From an optimization exercise on the open Yosys and OpenROAD flow, aimed at a short achievable clock period and few clock cycles; shortcuts taken in it are not production practice.
Power figures rest on the tool's default switching activity, not on a simulated workload.

==> flow/design.v <==
module alu(
    output [15:0] data_out,
    output        valid_out,
    output        cmd_out,
    input  [15:0] data_in,
    input         valid_in,
    input         cmd_in,
    output        amm_read,
    output [7:0]  amm_address,
    input  [7:0]  amm_readdata,
    input         amm_waitrequest,
    input  [1:0]  amm_response,
    input clk,
    input rst_n
    );
    localparam QN = 63;
    reg        idle;         
    reg        inpkt;        
    reg        taking;       
    reg        vo_r, co_r;   
    reg [11:0] do_r;
    reg        ar_r;         
    reg [7:0]  aa_r;
    reg [3:0]  opc;
    reg [5:0]  rem;          
    reg        first;        
    reg        err;
    reg        stopq;        
    reg        killq;        
    reg        b0_ind;       
    reg        first_rd;     
    reg [7:0]  q [0:QN-1];   
    reg [5:0]  qcnt;         
    reg [11:0] sum_s, sum_c;
    reg [7:0]  lor, lxor, lnand;
    reg        hasop;
    reg [7:0]  opa, opb;
    reg [7:0]  dq, rq;
    reg        dq_v, dq_f, rq_v, rq_a;
    wire [7:0] din    = data_in[7:0];
    wire [1:0] mod    = data_in[9:8];
    wire [3:0] op_in  = data_in[11:8];
    wire [5:0] nof_in = data_in[5:0];
    wire hdr_in    = valid_in & cmd_in;
    wire beat      = valid_in & ~cmd_in & taking;
    wire dir       = beat & (mod == 2'b00);
    wire ind       = beat & (mod == 2'b01);
    wire forb      = (din[7:4] == 4'h1) | (din[7:4] == 4'h2) |
                     (din[7:4] == 4'h8) | (din[7:4] == 4'h9);
    wire last_beat = beat & (rem == 6'd1);
    wire unary_in = (op_in[3:2] == 2'b01);
    wire shift_in = (op_in == 4'd8) | (op_in == 4'd9);
    wire reject   = (nof_in == 6'd0) | (unary_in & (nof_in != 6'd1));
    wire sherr    = shift_in & (nof_in != 6'd2);
    wire rdone  = ar_r & ~amm_waitrequest;
    wire rbad   = rdone & (amm_response != 2'b00);
    wire rgood  = rdone & (amm_response == 2'b00);
    wire push   = ind & ~forb & ~stopq;    
    wire pop    = rdone;
    wire kill_n = killq | rbad;
    reg [QN:0] qv;           
    integer i;
    always @(*)
        for (i = 0; i <= QN; i = i + 1)
            qv[i] = (qcnt > i);
    reg [7:0] q_n [0:QN-1];
    always @(*)
        for (i = 0; i < QN; i = i + 1)
            if (pop)
                q_n[i] = (i < QN-1 && qv[i+1]) ? q[i < QN-1 ? i+1 : 0] : din;
            else
                q_n[i] = qv[i] ? q[i] : din;
    wire [5:0] qb     = idle ? 6'd0 : qcnt;
    wire [5:0] qinc   = qb + 6'd1;
    wire [5:0] qdec   = qb - 6'd1;
    wire [5:0] qcnt_n = push ? (pop ? qb : qinc) : (pop ? qdec : qb);
    wire q0_n     = push | qv[1] | (qv[0] & ~pop);
    wire rd_next  = q0_n & ~kill_n;
    wire comp     = inpkt & (~taking | last_beat) & ~rd_next;
    wire err_next = err | (ind & forb) | rbad;
    wire        live = ~idle;
    wire [11:0] s0  = live ? sum_s : 12'd0;
    wire [11:0] c0  = live ? sum_c : 12'd0;
    wire [7:0]  rg  = rgood ? amm_readdata : 8'h00;
    wire        rd_a = first_rd & b0_ind;
    wire [11:0] xs = s0 ^ c0 ^ {4'b0, din};
    wire [11:0] xc = {(s0[10:0] & c0[10:0]) | (s0[10:0] & {3'b0, din}) |
                      (c0[10:0] & {3'b0, din}), 1'b0};
    wire [11:0] ys = xs ^ xc ^ {4'b0, rg};
    wire [11:0] yc = {(xs[10:0] & xc[10:0]) | (xs[10:0] & {3'b0, rg}) |
                      (xc[10:0] & {3'b0, rg}), 1'b0};
    wire [11:0] zs = s0 ^ c0 ^ {4'b0, rg};
    wire [11:0] zc = {(s0[10:0] & c0[10:0]) | (s0[10:0] & {3'b0, rg}) |
                      (c0[10:0] & {3'b0, rg}), 1'b0};
    wire [7:0]  dqg     = dq_v ? dq : 8'h00;
    wire [7:0]  rqg     = rq_v ? rq : 8'h00;
    wire [7:0]  lor_n   = (live ? lor : 8'h00) | dqg | rqg;
    wire [7:0]  lxor_n  = (live ? lxor : 8'h00) ^ dqg ^ rqg;
    wire [7:0]  lnand_n = (live ? lnand : 8'h00) | (dq_v ? ~dq : 8'h00) | (rq_v ? ~rq : 8'h00);
    wire        has_n   = (live & hasop) | dq_v | rq_v;
    wire [7:0]  opa_n   = (dq_v & dq_f) ? dq : (rq_v & rq_a) ? rq : (live ? opa : 8'h00);
    wire [7:0]  opb_n   = (dq_v & ~dq_f) ? dq : (rq_v & ~rq_a) ? rq : (live ? opb : 8'h00);
    wire [11:0] total = sum_s + sum_c;
    reg  [11:0] res;
    always @(*) begin
        case (opc)
            4'd0: res = total;
            4'd1: res = has_n ? {4'b0, ~lnand_n} : 12'hFFF;
            4'd2: res = {4'b0, lor_n};
            4'd3: res = {4'b0, lxor_n};
            4'd4: res = has_n ? {4'b0, ~lor_n} : 12'h000;
            4'd5: res = has_n ? {4'b0, lor_n} + 12'd1 : 12'h000;
            4'd6: res = has_n ? {4'b0, lor_n} - 12'd1 : 12'h000;
            4'd7: res = has_n ? {4'b0, 8'd0 - lor_n} : 12'h000;
            4'd8: res = {4'b0, opa_n} >> opb_n;
            4'd9: res = {4'b0, opa_n << opb_n};
            default: res = 12'h000;
        endcase
    end
    always @(posedge clk) begin
        for (i = 0; i < QN; i = i + 1)
            q[i] <= q_n[i];
        aa_r <= q0_n ? q_n[0] : 8'h00;
        if (vo_r & co_r) begin
            vo_r <= 1'b1;
            co_r <= 1'b0;
            do_r <= err ? 12'hBAD : res;
        end else begin
            vo_r <= (idle & hdr_in & reject) | comp;
            co_r <= 1'b1;
            do_r <= {7'b0, idle | err_next, idle ? op_in : opc};
        end
        sum_s <= dir ? ys : zs;
        sum_c <= dir ? yc : zc;
        lor   <= lor_n;
        lxor  <= lxor_n;
        lnand <= lnand_n;
        hasop <= has_n;
        qcnt  <= qcnt_n;
        opa   <= opa_n;
        opb   <= opb_n;
        dq    <= din;
        dq_v  <= dir;
        dq_f  <= first;
        rq    <= amm_readdata;
        rq_v  <= rgood;
        rq_a  <= rd_a;
        if (idle) begin
            opc      <= op_in;
            rem      <= nof_in;
            first    <= 1'b1;
            err      <= reject | sherr;
            stopq    <= sherr;
            killq    <= 1'b0;
            b0_ind   <= 1'b0;
            first_rd <= 1'b1;
        end else begin
            if (beat) begin
                rem   <= rem - 6'd1;
                first <= 1'b0;
                if (first & (mod == 2'b01)) b0_ind <= 1'b1;
            end
            err <= err_next;
            if ((ind & forb) | rbad) stopq <= 1'b1;
            if (rbad) killq <= 1'b1;
            if (rdone) first_rd <= 1'b0;
        end
        if (~rst_n) begin
            idle   <= 1'b1;
            inpkt  <= 1'b0;
            taking <= 1'b0;
            vo_r   <= 1'b0;
            ar_r   <= 1'b0;
        end else begin
            idle   <= (vo_r & ~co_r) | (idle & ~hdr_in);
            inpkt  <= (idle & hdr_in & ~reject) | (inpkt & ~comp);
            taking <= (idle & hdr_in & ~reject) | (taking & ~last_beat);
            ar_r   <= inpkt & rd_next;
        end
    end
    assign data_out    = {4'b0, do_r};
    assign valid_out   = vo_r;
    assign cmd_out     = co_r;
    assign amm_read    = ar_r;
    assign amm_address = aa_r;
endmodule
Settings: LEC_CHECK=0, ABC_CLOCK_PERIOD_IN_PS=2000, CAP_MARGIN=20, CORE_MARGIN=2, CORE_UTILIZATION=40, PLACE_DENSITY=0.6, SETUP_SLACK_MARGIN=4.6, SLEW_MARGIN=20, TNS_END_PERCENT=100; clock period 6.5 ns.
run.sh (not shown) runs the stock make flow with config.mk's settings and CLKGATE_MAP_FILE= SYNTH_SCRIPT=/design/flow/synth_recipe.tcl, a recipe that flattens the netlist after the stock synthesis.
Then changed:
--- a/flow/design.v
+++ b/flow/design.v
@@ -54,9 +54,9 @@
     wire sherr    = shift_in & (nof_in != 6'd2);
     wire rdone  = ar_r & ~amm_waitrequest;
     wire rbad   = rdone & (amm_response != 2'b00);
     wire rgood  = rdone & (amm_response == 2'b00);
-    wire push   = ind & ~forb & ~stopq;    
+    wire push   = ind & ~forb & ~stopq & ~rbad;
     wire pop    = rdone;
     wire kill_n = killq | rbad;
     reg [QN:0] qv;           
     integer i;
Result:
- sequential power is about the same
- design area went up by about 1.4%
- synthesized area went down by about 0.6%
- routed wire length went up by 6.5%
- total power went down by about 1%
Function was not checked in any run of this note: the RTL went through the layout flow alone.

-- re-timing with driven ports --
How much do the figures lean on ideal ports? The routed layouts below were timed once more, with nothing changed but the port constraints. Step 1 sets driving cells, clkbuf_16 on the clock port and buf_2 on the other inputs (assumed; they add their load-dependent delay and slew). Step 2, shift: input delay + t, output delay - t, t = (earliest + latest rising clock arrival at the registers) / 2. This alone moves slack from input paths to output paths. a / b / c = no drivers / after step 1 / after step 2; a / b = the first two.
run	shift t [ns]	slack for setup (ns)	worst hold slack (ns)	worst setup path at the end	clock arrival spread, ns
the first run	0.679	4.015 / 4.001 / 3.427	0.392 / 0.392 / 0.392	input to register	0.043 / 0.044
the second run	0.684	4.087 / 4.044 / 3.397	0.393 / 0.393 / 0.393	input to register	0.047 / 0.047
After both steps setup and hold are still met in every run listed. The setup slack of the second run, which loses most, moves by -0.043 ns with the drivers and by -0.690 ns with both steps.
